Source: an optimization exercise on an open RTL-to-GDS flow (aim: small area, a short achievable clock period and few clock cycles). Production flows keep margins and buffers that such runs may drop. Where RTL was checked, it was by simulation tests only, not by an equivalence proof against the original. No functional check of the RTL was part of run 1. No activity file was given, so power comes from the tool's default toggle rates.

**flow/flow/run.sh**
```bash
#!/bin/bash
set -e
export BUFFER_PORTS_ARGS="-buffer_cell sky130_fd_sc_hd__buf_1"
bash standard.sh finish > standard.log 2>&1
```
**flow/standard.sh**
```bash
#!/bin/bash
# synth_recipe.tcl (not shown) runs the flow's synth.tcl, then flattens the netlist and writes it again
# the make line also repeats each setting of config.mk as NAME=value (left out here)
make -C /OpenROAD-flow-scripts/flow DESIGN_CONFIG=/design/flow/config.mk WORK_HOME=/design/flow/orfs CLKGATE_MAP_FILE= SYNTH_SCRIPT=/design/flow/synth_recipe.tcl "${@:-finish}"
```
**flow/config.mk**
```make
export PLATFORM = sky130hd
export DESIGN_NAME = drawing_rectangle
export DESIGN_NICKNAME = drawing_rectangle
export VERILOG_FILES = /design/flow/design.v
export SDC_FILE = /design/flow/constraint.sdc
export NUM_CORES = 4
export LEC_CHECK = 0
export CAP_MARGIN = 20
export CORE_MARGIN = 2
export CORE_UTILIZATION = 40
export SETUP_SLACK_MARGIN = 2.8
export SLEW_MARGIN = 20
```
**flow/constraint.sdc**
```tcl
create_clock -name core_clock -period 5.5 [get_ports {clk}]
set_input_delay 1.1000 -clock core_clock [delete_from_list [all_inputs] [get_ports {clk}]]
set_output_delay 1.1000 -clock core_clock [all_outputs]
set_load 0.01 [all_outputs]
```
**flow/design.v**
```verilog
module drawing_rectangle( input  wire        clk,
                      input  wire        rst,
                      input  wire        req,
                      output wire        ack,
                      output wire        busy,
                      input  wire [15:0] r0,  
                      input  wire [15:0] r1,  
                      input  wire [15:0] r2,  
                      input  wire [15:0] r3,  
                      input  wire [15:0] r4,  
                      input  wire [15:0] r5,
                      input  wire [15:0] r6,
                      input  wire [15:0] r7,
                      output wire        de_req,
                      input  wire        de_ack,
                      output wire [17:0] de_addr,
                      output wire  [3:0] de_nbyte,
                      output wire        de_rnw,
                      output wire [31:0] de_w_data,
                      input  wire [31:0] de_r_data );
reg        pre;         
reg        run;         
reg        rnw;         
reg [16:0] addr;        
reg  [7:0] stride;      
reg  [7:0] cnt;         
reg  [8:0] rows;        
reg        lw;          
reg  [3:0] nb;          
reg  [1:0] xs, xe;      
reg  [7:0] c_and, c_xor;
wire  [9:0] x = r0[9:0];
wire  [9:0] w = r2[9:0];
wire [11:0] ys = {3'b000, rows} + {1'b0, rows, 2'b00} + {9'd0, x[9:7]};
wire [16:0] start_addr = {ys, x[6:2]};
wire  [9:0] sw = (10'd644 - {8'd0, x[1:0]}) - w;
wire  [1:0] xs_in = x[1:0];
wire  [1:0] xe_in = x[1:0] + w[1:0] - 2'd1;
wire fill = (c_and == 8'd0);
wire single = (stride == 8'd160);           
wire last_word = lw;
wire last_row = (rows == 9'd1);
wire step = run & de_ack;
wire done = step & ~rnw & last_word & last_row;
wire start = req & ~pre & (~run | done);
wire  [7:0] inc = last_word ? stride : 8'd1;
wire [16:0] addr_next = addr + {9'd0, inc};
assign ack = pre;
assign busy = pre | run;
assign de_req = run;
assign de_rnw = rnw;
assign de_addr = {1'b0, addr};
wire [3:0] ms = 4'b1111 << (3'd4 - {1'b0, xs});    
wire [3:0] me = 4'b1111 >> ({1'b0, xe} + 3'd1);    
wire [3:0] ms_in = 4'b1111 << (3'd4 - {1'b0, xs_in});
wire [3:0] me_in = 4'b1111 >> ({1'b0, xe_in} + 3'd1);
assign de_nbyte = nb;
assign de_w_data = (de_r_data & {4{c_and}}) ^ {4{c_xor}};
always @(posedge clk) begin
	if (rst) begin
		pre <= 1'b0;
		run <= 1'b0;
	end else begin
		pre <= start;
		if (pre) run <= 1'b1;
		else if (done) run <= 1'b0;
	end
end
always @(posedge clk) begin
	if (start) begin
		stride <= sw[9:2];
		rows <= r1[8:0];
	end else if (pre) begin
		addr <= start_addr;
		cnt <= stride;
		rows <= r3[8:0];
		lw <= single;
		nb <= ms_in | (single ? me_in : 4'b0000);
		xs <= xs_in;
		xe <= xe_in;
		c_and <= r4[15:8];
		c_xor <= r4[7:0];
		rnw <= (r4[15:8] != 8'd0);
	end else if (step) begin
		if (rnw) rnw <= 1'b0;
		else begin
			rnw <= ~fill;
			addr <= addr_next;
			if (last_word) begin
				cnt <= stride;
				rows <= rows - 9'd1;
				lw <= single;
				nb <= ms | (single ? me : 4'b0000);
			end else begin
				cnt <= cnt + 8'd1;
				lw <= (cnt == 8'd159);
				nb <= (cnt == 8'd159) ? me : 4'b0000;
			end
		end
	end
end
endmodule
```
==> results of run 1 <==
-- cell type report --
class,instances,share of cell area [%]
inverters,24,1.53
clock buffers,9,3.53
flip-flops and latches,70,32.6
multi-input cells,392,45.2
well taps,168,3.29
repair buffers,172,12.4
clock inverters,7,1.39
-- power by group through the flow --
stage          logic (uW)  registers [uW]  clock network [uW]
6_report              637             706                 616
5_1_grt               705             712                 658
4_1_cts               579             705                 631
3_5_place_dp          505             717                   0
3_3_place_gp          494             714                   0
2_1_floorplan         380             698                   0
-- cells in the mapped netlist, types with 3 or more instances --
master	number	area share [%]
a211oi_1	4	0.60
a21o_1	4	0.60
a21oi_1	28	2.8
a31oi_1	5	0.63
and2_1	7	0.88
and3_1	3	0.38
buf_4	3	0.45
clkbuf_1	15	1.1
edfxtp_1	68	41
fa_1	4	1.6
ha_1	38	9.5
inv_1	23	1.7
mux2_2	4	0.90
nand2_1	77	5.8
nand2b_1	3	0.38
nand3_1	11	1.1
nand4_1	3	0.38
nor2_1	24	1.8
nor2b_1	5	0.63
nor3_1	9	0.90
nor4_1	7	0.88
nor4b_1	3	0.53
o21ai_0	36	3.6
o21ai_1	6	0.60
o21bai_1	3	0.45
o22ai_1	3	0.38
or2_2	3	0.38
xnor2_1	50	8.8
xor2_1	18	3.2
-- tightest hold or removal path, cell delays in order, from the launching register on --
cell and delay, ps:
edfxtp_1 370, nand2_1 50, o21ai_0 60
-- flip-flops by register name (all words and copies together) (netlist names), 4 cells and up --
name	count
c_xor	8
cnt	8
stride	8
rows	9
nb	4
addr	17
c_and	8
-- cell families after synthesis --
kind of cell	Yosys count
simple gates	169
fa+ha+maj	42
xor+xnor	68
buf+inv	47
flops	70
compound gates	105
mux	7
other cells	1
-- per-stage QoR --
step,power (uW),hold slack (ps),worst slack [ps],instance area [sq um]
detailed placement,1220,577,1700,5680
floorplan,1080,527,2150,5030
finish,1960,600,2190,6380
global route,2070,627,2140,6380
global placement,1210,577,1760,5680
CTS,1920,594,2210,6180
-- path summary, 6_finish.rpt --
path	endpoint	from
max reg2reg	addr[10]	rows[2]
min	cnt[0]	stride[0]
min reg2reg	cnt[0]	stride[0]
max	addr[10]	r0[8]
-- layer usage --
metal  GRT usage (%)  share of wire (%)
met1            22.9                 43
met3            3.45                6.5
met2            32.5                 48
met4            9.00                2.4
met5               0                  0
-- what timing repair did --
action                     CTS  global route
buffers inserted            15             9
pin swaps                   12            21
setup endpoints to repair   42            32
resized for setup           18            45
==> results.yml, run 1 <==
run_status:
  status: "timing/DRC/antenna clean"
logic_synthesis:
  synth_simple_gate_area_share_pct: 16.4
  syn_area_sq_mm: 0.00498
  synth_top_family_by_area: "simple AND/OR/NAND/NOR gates"
  postSynthNetCount: 715
  synthAdderAreaFrac_pct: 11.2
  ys_ff_latch: 70
  ys_warn_count: 1
  syn_inst: 509
  synth_seq_area_share_pct: 41.8
  synth_edf_count: 68
  synth_compound_area_share_pct: 12.8
  syn_avg_cell_area_sq_um: 9.79
  synth-xor-area-share_pct: 12.0
  ys_async_sr_fraction_pct: 0
  ys_types: 60
  synthFlopType: "edfxtp_1"
  synthMuxAreaShare_pct: 1.53
cells_and_area:
  post-route-util_pct: 52.9
  layout-drive-gt1-share_pct: 16.3
  ff_latch_area_sq_mm: 0.00208
  mostFrequentLayoutCells: "buf_1, nand2_1, edfxtp_1"
  final.fill_count: 1148
  layout.cells.non_filler: 842
  nNetsFinal: 875
  area_growth_pct: 28.2
  antenna_cells: 0
  multi_input_area_sq_mm: 0.00289
  layout_commonest_cell: "buf_1"
timing:
  maxSlewViolCount: 0
  hold_viol: 0
  setup_tns_ps: 0
  finalCritPeriodShare_pct: 60.1
  period_minus_slack_ps: 3310
  finalSetupViolCount: 0
  rsz0062_at_grt: "yes"
  clock_skew_ps: 6.95
  max_clock_freq_mhz: 302
clocking:
  clkSlewWorstSetupHoldPaths_ps: 60
  cts.sinks: 70
  cts_max_level: 3
  clock_path_buffers: 2
  cts_tree: "done"
  ctsRootBufferMaster: "clkbuf_16"
  clock_latency_ps: 340
  cts_buffers: 9
  cts_hold_buf: 0
placed_design:
  place_inst: 802
  portBuffers: 146
  place.gp.congestion: 0.857
  post-dp-hpwl_microns: 9220
floorplan:
  core_sq_mm: 0.0121
  dieArea_sq_mm: 0.0134
  rows: 40
  die_h_microns: 116
  die_width_microns: 116
  num_io_pins: 222
  start_util_pct: 41.3
global_route:
  grt_start_max_net_pins: 63
  track_usage_pct: 18.9
  antenna_found_initial: 0
  grt_pass1_wl_microns: 19400
  grt_pass1_vias: 4034
  grt_overflow_total: 0
critical_path:
  worstPathRequired_ps: 5580
  critPathTopFamily: "adder cells"
  crit_arrival_ps: 3390
  critical_path_buf_inv_count: 8
  cp.depth: 16
  r2r_setup_slack_ps: 2400
  crit_fanout: 3
  max_stage_delay_ps: 410
  crit_chain: "buf_1 -> ha_1 -> ha_4 -> fa_2 -> a21oi_4 -> buf_6 -> buf_4 -> buf_4 -> buf_4 -> buf_4 -> buf_4 -> buf_4 -> nor2b_1 -> nor3_2 -> o21ai_1 -> a21boi_2"
  slowest_stage: "fa_2"
  worst_setup_path_end_kind: "flop"
  startpoint_type: "primary input"
  crit_path_frequent_cell: "buf_4"
  crit_type: "in2reg"
  reg2reg_depth: 16
worst_hold_path:
  whs_path_depth: 2
  hp-class: "reg2reg"
power_and_ir_drop:
  p_leak_uw: 0.00236
  powerDensity_mw_per_mm2: 307
  pwr-share-comb_pct: 32.5
  vdd_drop_max_v: 0.000133
  p_sw_share_pct: 31.2
  seq_power_share_pct: 36.0
  cell_internal_pwr_uw: 1350
  power.switching_uw: 610
  pwr-share-clk_pct: 31.4
route:
  antenna_left: 0
  drtIter0Drc: 161
  avgViaCountPerCell: 5.01
  firstDrtPassIters: 4
  drt-total-wl_microns: 12600
  drc: 0
  routedWlPerCell_microns: 15.0
  dr_total_vias: 4217
run:
  drv_cap: 0
==> run 2: changes to the inputs <==
--- a/flow/design.v
+++ b/flow/design.v
@@ -31,7 +31,7 @@
 reg  [7:0] c_and, c_xor;
 wire  [9:0] x = r0[9:0];
 wire  [9:0] w = r2[9:0];
-wire [11:0] ys = {3'b000, rows} + {1'b0, rows, 2'b00} + {9'd0, x[9:7]};
+wire [11:0] ys = {3'b000, rows} + {1'b0, rows, 2'b00} + {9'd0, cnt[2:0]};
 wire [16:0] start_addr = {ys, x[6:2]};
 wire  [9:0] sw = (10'd644 - {8'd0, x[1:0]}) - w;
 wire  [1:0] xs_in = x[1:0];
@@ -70,6 +70,7 @@
 	if (start) begin
 		stride <= sw[9:2];
 		rows <= r1[8:0];
+		cnt <= {5'd0, x[9:7]};
 	end else if (pre) begin
 		addr <= start_addr;
 		cnt <= stride;
==> results.yml, run 2 <==
timing:
  clock_skew_ps: 6.83
  period_minus_slack_ps: 2680
  rsz0062_at_grt: "yes"
  tightest_slew_ps: 703
  max_clock_freq_mhz: 373
  finalSetupViolCount: 0
  hold_viol: 0
  maxSlewViolCount: 0
  setup_tns_ps: 0
  relSlewSlack_pct: 53.0
  finalCritPeriodShare_pct: 48.8
critical_path:
  startpoint_type: "primary input"
  crit_chain: "buf_1 -> nand2_1 -> xnor2_1 -> buf_2"
  crit_arrival_ps: 1580
  crit_type: "in2out"
  slowest_stage: "xnor2_1"
  max_stage_delay_ps: 180
  crit_fanout: 1
  worst_setup_path_end_kind: "primary output"
  worstPathRequired_ps: 4400
route:
  routedWlPerCell_microns: 14.3
  drc: 0
  antenna_left: 0
  drt-total-wl_microns: 12200
  firstDrtPassIters: 4
  drtIter0Drc: 192
  avgViaCountPerCell: 5.14
  dr_total_vias: 4390
global_route:
  antenna_found_initial: 0
  track_usage_pct: 17.0
  grt_overflow_total: 0
  grt_pass1_vias: 3893
  grt_pass1_wl_microns: 18200
  grt_start_max_net_pins: 42
logic_synthesis:
  postSynthNetCount: 736
  syn_avg_cell_area_sq_um: 9.58
  yosys.cell_count.top_type: "nand2_1"
  synth_edf_count: 63
  ys_async_sr_fraction_pct: 0
  synth_seq_area_share_pct: 40.0
  ys_warn_count: 1
  syn_area_sq_mm: 0.00508
  synth_commonest_cells: "nand2_1, edfxtp_1, xnor2_1, ha_1, nor2_1"
  synth_area_leaders: "edfxtp_1, ha_1, xnor2_1"
  yosysTopAreaCell: "edfxtp_1"
  syn_inst: 530
  ys_types: 65
  synthFlopType: "edfxtp_1"
  ys_ff_latch: 70
  netlist.area_leader.share_pct: 37.3
placed_design:
  place_inst: 823
  post-dp-hpwl_microns: 9210
  place.gp.congestion: 0.878
  place_area_sq_mm: 0.00576
  portBuffers: 146
clocking:
  cts.sinks: 70
  clock_latency_ps: 330
  cts_hold_buf: 0
  cts_buffers: 9
  clock_path_buffers: 2
  clkSlewWorstSetupHoldPaths_ps: 50
  ctsRootBufferMaster: "clkbuf_16"
  cts_tree: "done"
  cts_max_level: 3
power_and_ir_drop:
  vdd_drop_max_v: 0.000159
  cell_internal_pwr_uw: 1300
  pwr-share-comb_pct: 29.0
  p_leak_uw: 0.00245
  power.switching_uw: 563
  p_sw_share_pct: 30.2
  powerDensity_mw_per_mm2: 296
  seq_power_share_pct: 37.7
  pwr-share-clk_pct: 33.3
cells_and_area:
  reg_top3: "addr x17, rows x9"
  layout.cells.non_filler: 854
  layout_commonest_cell: "buf_1"
  nNetsFinal: 883
  layout-drive-gt1-share_pct: 12.0
  regMostFlops: "addr"
  antenna_cells: 0
  area_growth_pct: 23.9
  mostFrequentLayoutCells: "buf_1, nand2_1, edfxtp_1"
  largest_reg_flops: 17
  fin_area_sq_mm: 0.00629
floorplan:
  rows: 41
  core_sq_mm: 0.0125
  num_io_pins: 222
  die_width_microns: 117
  dieArea_sq_mm: 0.0136
  start_util_pct: 40.6
  die_h_microns: 117
worst_hold_path:
  hp-class: "reg2reg"
run_status:
  status: "timing/DRC/antenna clean"
run:
  drv_cap: 0
[run 2: changes by cell type in the layout (fill, tap and decap cells not counted), sizes merged, moves of 7 or more]
cell	before	now
a21o	4	12
o21ai	44	35
buf	164	150
nor2	25	34
clkbuf	17	25
a21oi	28	21
xor2	18	11
o211ai	1	11
[run 2: worst paths after layout]
kind	from	end	slack, ps	cells after the start
max	de_r_data[9]	de_w_data[9]	2820	4
min	cnt[7]	cnt[7]	520	2
max reg2reg	rows[2]	addr[16]	2880	9
min reg2reg	cnt[7]	cnt[7]	520	2
[run 2: area by class of cell]
cell class                      count  area, sq um
Tap cell                          172          215
Inverter                           29          110
Clock inverter                      4         70.1
Timing Repair Buffer              163          712
Fill cell                        1196         6220
Clock buffer                       12          246
Multi-Input combinational cell    404         2910
Sequential cell                    70         2030
[run 2: metal layers]
layer / global-route usage (%) / wire, microns / vias up / part of all wire [%]
met5: 0 / 0 / - / 0
met4: 6.27 / 192 / 0 / 1.6
met3: 2.91 / 751 / 14 / 6.2
met2: 30.5 / 5900 / 149 / 48
met1: 20.5 / 5360 / 2014 / 44
li1: - / - / 2213 / -
[run 2: through the flow]
stage / total power [uW] / setup WS (ps) / hold slack, ps / util [%]
floorplan: 1080 / 2670 / 480 / -
CTS: 1850 / 2800 / 527 / 49.1
global route: 1970 / 2730 / 550 / 50.3
finish: 1860 / 2820 / 522 / 50.3
global placement: 1210 / 2310 / 501 / 46.0
detailed placement: 1220 / 2250 / 513 / 46.0
[run 2: critical path, delay by kind of cell]
| family | cells | cell delay [ps] |
|---|---|---|
| XOR/XNOR | 1 | 180 |
| AND/OR/NAND/NOR | 1 | 70 |
| buffers and inverters | 2 | 230 |
[run 2: repair_timing]
action	in CTS	in global routing
resized for setup	6	37
buffers inserted	7	8
pin swaps	3	8
endpoints found under the setup margin	17	34
[run 2: power groups by stage]
stage | Combinational (uW) | Sequential (uW) | Clock [uW]
after floorplan | 386 | 695 | 0
after global placement | 494 | 713 | 0
after detailed placement | 503 | 716 | 0
after CTS | 519 | 702 | 631
after global routing | 611 | 709 | 651
final | 540 | 703 | 621
[run 2: logic make-up after synthesis]
logic type | Yosys count | synth area share [%]
adders and majority gates | 42 | 10.9
AOI/OAI and AO/OA | 124 | 16.3
other | 1 | 0.0738
and+or+nand+nor | 172 | 16.5
buffers and inverters | 56 | 4.66
xor gates and xnor gates | 56 | 9.66
DFF | 70 | 40.0
muxes | 9 | 1.85
Testbench counts of run 2, summed over its fixed seeds: cycles 1,855,742.
==> run 3: changes to the inputs <==
==> flow/design.v (replaced) <==
module drawing_rectangle( input  wire        clk,
                      input  wire        rst,
                      input  wire        req,
                      output wire        ack,
                      output wire        busy,
                      input  wire [15:0] r0,  
                      input  wire [15:0] r1,  
                      input  wire [15:0] r2,  
                      input  wire [15:0] r3,  
                      input  wire [15:0] r4,  
                      input  wire [15:0] r5,
                      input  wire [15:0] r6,
                      input  wire [15:0] r7,
                      output wire        de_req,
                      input  wire        de_ack,
                      output wire [17:0] de_addr,
                      output wire  [3:0] de_nbyte,
                      output wire        de_rnw,
                      output wire [31:0] de_w_data,
                      input  wire [31:0] de_r_data );
reg        run;         
reg        ack_r;       
reg        rnw;         
reg [17:0] addr;        
reg  [7:0] cnt;         
reg  [7:0] n1;          
reg  [8:0] rows;        
reg        first;       
reg  [1:0] xs, xe;      
reg  [7:0] c_and, c_xor;
wire fill = (c_and == 8'd0);
wire last_word = (cnt == 8'd0);
wire last_row = (rows == 9'd1);
wire  [8:0] y = r1[8:0];
wire  [9:0] x = r0[9:0];
wire  [9:0] w = r2[9:0];
wire [11:0] y5 = {3'b000, y} + {1'b0, y, 2'b00};
wire [11:0] ys = y5 + {9'd0, x[9:7]};
wire [17:0] start_addr = {1'b0, ys, x[6:2]};
wire  [9:0] wx = w + {8'd0, x[1:0]} - 10'd1;
wire step = run & de_ack;
wire done = step & ~rnw & last_word & last_row;
wire cap  = req & (~run | done);
assign ack = ack_r;
assign busy = run;
assign de_req = run;
assign de_rnw = rnw;
assign de_addr = addr;
wire [3:0] ms = 4'b1111 << (3'd4 - {1'b0, xs});    
wire [3:0] me = 4'b1111 >> ({1'b0, xe} + 3'd1);    
assign de_nbyte = (first ? ms : 4'b0000) | (last_word ? me : 4'b0000);
assign de_w_data = (de_r_data & {4{c_and}}) ^ {4{c_xor}};
always @(posedge clk) begin
	if (rst) begin
		run <= 1'b0;
		ack_r <= 1'b0;
	end else begin
		ack_r <= cap;
		if (cap) run <= 1'b1;
		else if (done) run <= 1'b0;
	end
end
always @(posedge clk) begin
	if (cap) begin
		addr <= start_addr;
		n1 <= wx[9:2];
		cnt <= wx[9:2];
		rows <= r3[8:0];
		first <= 1'b1;
		xs <= x[1:0];
		xe <= wx[1:0];
		c_and <= r4[15:8];
		c_xor <= r4[7:0];
		rnw <= (r4[15:8] != 8'd0);
	end else if (step) begin
		if (rnw) rnw <= 1'b0;
		else begin
			rnw <= ~fill;
			if (last_word) begin
				rows <= rows - 9'd1;
				cnt <= n1;
				first <= 1'b1;
				addr <= addr + {10'd0, 8'd160 - n1};
			end else begin
				cnt <= cnt - 8'd1;
				first <= 1'b0;
				addr <= addr + 18'd1;
			end
		end
	end
end
endmodule
==> flow/run.sh (new file) <==
#!/bin/bash
# synth_recipe.tcl (not shown) runs the flow's synth.tcl, then flattens the netlist and writes it again
# the make line also repeats each setting of config.mk as NAME=value (left out here)
make -C /OpenROAD-flow-scripts/flow DESIGN_CONFIG=/design/flow/config.mk WORK_HOME=/design/flow/orfs CLKGATE_MAP_FILE= SYNTH_SCRIPT=/design/flow/synth_recipe.tcl finish
--- a/flow/config.mk
+++ b/flow/config.mk
@@ -8,5 +8,4 @@
 export CAP_MARGIN = 20
 export CORE_MARGIN = 2
 export CORE_UTILIZATION = 40
-export SETUP_SLACK_MARGIN = 2.8
 export SLEW_MARGIN = 20
removed: flow/flow/run.sh
removed: flow/standard.sh
==> results.yml, run 3 <==
route:
  dr_total_vias: 4345
  drt-total-wl_microns: 12500
  firstDrtPassIters: 4
  routedWlPerCell_microns: 14.8
  avgViaCountPerCell: 5.16
  drc: 0
  drtIter0Drc: 203
  antenna_left: 0
logic_synthesis:
  synthFlopType: "edfxtp_1"
  syn_area_sq_mm: 0.00500
  ys_types: 56
  syn_inst: 525
  yosysTopAreaCell: "edfxtp_1"
  yosys.cell_count.top_type: "nand2_1"
  synth_seq_area_share_pct: 39.5
  postSynthNetCount: 732
  ys_ff_latch: 67
  ys_async_sr_fraction_pct: 0
  ys_warn_count: 1
  synth_area_leaders: "edfxtp_1, ha_1, xnor2_1"
  syn_avg_cell_area_sq_um: 9.52
  netlist.area_leader.share_pct: 37.9
  synth_edf_count: 63
  synth_commonest_cells: "nand2_1, edfxtp_1, xnor2_1, ha_1, inv_1"
cells_and_area:
  layout-drive-gt1-share_pct: 4.45
  mostFrequentLayoutCells: "clkdlybuf4s50_1, nand2_1, edfxtp_1"
  layout_commonest_cell: "clkdlybuf4s50_1"
  reg_top3: "addr x18, rows x9"
  largest_reg_flops: 18
  final.fill_count: 1115
  antenna_cells: 0
  regMostFlops: "addr"
  layout.cells.non_filler: 842
  area_growth_pct: 39.1
  nNetsFinal: 876
  post-route-util_pct: 57.4
power_and_ir_drop:
  vdd_drop_max_v: 0.000138
  p_leak_uw: 0.00269
  power_uw: 1780
  powerDensity_mw_per_mm2: 256
global_route:
  track_usage_pct: 18.8
  grt_pass1_wl_microns: 19900
  grt_overflow_total: 0
  antenna_found_initial: 0
  grt_pass1_vias: 4176
  grt_start_max_net_pins: 39
clocking:
  cts_resized: 0
  clock_latency_ps: 340
  clock_path_buffers: 2
  cts_tree: "done"
  cts_max_level: 3
  cts_hold_buf: 0
  cts.sinks: 67
  post_cts_buffers: 0
  cts_buffers: 9
  ctsRootBufferMaster: "clkbuf_16"
  clkSlewWorstSetupHoldPaths_ps: 60
timing:
  rsz0062_at_grt: "no"
  post-route-worst-setup-slack_ps: 1510
  tightest_slew_ps: 646
  hold_viol: 0
  finalSetupViolCount: 0
  finalCritPeriodShare_pct: 72.5
  maxSlewViolCount: 0
  setup_tns_ps: 0
  period_minus_slack_ps: 3990
  clock_skew_ps: 11.7
  max_clock_freq_mhz: 251
  relSlewSlack_pct: 56.5
floorplan:
  die_width_microns: 116
  start_util_pct: 41.3
  core_sq_mm: 0.0121
  rows: 40
  num_io_pins: 222
  die_h_microns: 116
  dieArea_sq_mm: 0.0134
run:
  drv_cap: 0
placed_design:
  place.gp.congestion: 0.824
  portBuffers: 147
  place_ws_ps: 1620
  place_inst: 826
  post-dp-hpwl_microns: 9940
critical_path:
  worstPathRequired_ps: 4400
  r2r_setup_slack_ps: 1690
  startpoint_type: "flop"
  worst_setup_path_end_kind: "primary output"
  crit_type: "reg2out"
  crit_fanout: 19
  crit_arrival_ps: 2890
worst_hold_path:
  hp-class: "reg2reg"
run_status:
  status: "timing/DRC/antenna clean"
-- run 3: area by class of cell --
type / count / area [sq um] / share of cell area, %
Multi-Input combinational cell: 399 / 2780 / 40.0
Clock buffer: 9 / 225 / 3.24
Inverter: 39 / 148 / 2.12
Tap cell: 168 / 210 / 3.02
Sequential cell: 67 / 1970 / 28.4
Clock inverter: 7 / 100 / 1.44
Timing Repair Buffer: 153 / 1520 / 21.8
-- run 3: worst paths after layout --
kind / from / endpoint / cells past startpoint
hold reg to reg: addr[17] / addr[17] / 2
hold / removal: addr[17] / addr[17] / 2
setup / recovery: cnt[3] / de_nbyte[2] / 4
setup reg to reg: cnt[0] / addr[12] / 13
-- run 3: kinds of logic (layout without fill, tap and decap cells) --
logic type                 Yosys count  after routing  share of synthesized area (%)
and+or+nand+nor                    174            174                           17.2
AOI/OAI and AO/OA                  114            114                           15.0
DFF                                 67             67                           39.5
xor gates and xnor gates            65             65                           11.4
buffers and inverters               59            208                           5.06
adders and majority gates           43             43                           11.4
muxes                                3              3                          0.601
-- run 3: routing by layer --
| layer | GRT usage, % | part of all wire (%) | up-vias |
|---|---|---|---|
| met5 | 0 | 0 | - |
| met4 | 6.83 | 1.1 | 0 |
| met3 | 2.98 | 5.8 | 9 |
| met2 | 32.4 | 48 | 144 |
| met1 | 23.9 | 45 | 2000 |
| li1 | - | - | 2192 |
-- run 3: worst max-delay path, stage by stage, from the launching register on --
cell	delay, ps
edfxtp_1	450
or4_4	610
or3_1	620
o31ai_1	300
clkdlybuf4s50_1	580
-- run 3: per-stage QoR --
stage / hold slack, ps / cell area [sq um]
global placement: 466 / 6630
floorplan: 472 / 5000
finish: 488 / 6950
global route: 544 / 6950
CTS: 498 / 6950
detailed placement: 489 / 6630
-- run 3: power by group --
part	internal [uW]	total (uW)	switching, uW
logic	256	473	217
clock network	400	628	228
registers	626	676	50.1
total	1280	1780	495
Testbench counts of run 3, summed over its fixed seeds: cycles 1,855,022.

==> what the ideal ports hide <==
Ports are ideal in the flow. The routed layouts listed here were re-timed in OpenROAD. Step 1 sets driving cells, clkbuf_16 on the clock port and buf_2 on the other inputs (assumed; they add their load-dependent delay and slew). Step 2 also shifts input and output timing later by t, the mid clock arrival at the registers, as if the neighbouring blocks saw the same clock. Slacks: ideal / step 1 / step 2; pairs: ideal / step 1.
| run | shift t [ns] | setup slack, ns | hold WS [ns] | worst setup path at the end |
|---|---|---|---|---|
| run 1 | 0.373 | 2.193 / 2.182 / 1.809 | 0.600 / 0.600 / 0.600 | input to register |
| run 2 | 0.368 | 2.818 / 2.794 / 2.489 | 0.522 / 0.522 / 0.522 | input to register |
| run 3 | 0.368 | 1.514 / 1.478 / 1.600 | 0.488 / 0.488 / 0.488 | input to register |
After both steps setup and hold are still met in every run listed. The setup slack of run 1, which loses most, moves by -0.011 ns with the drivers and by -0.384 ns with both steps.
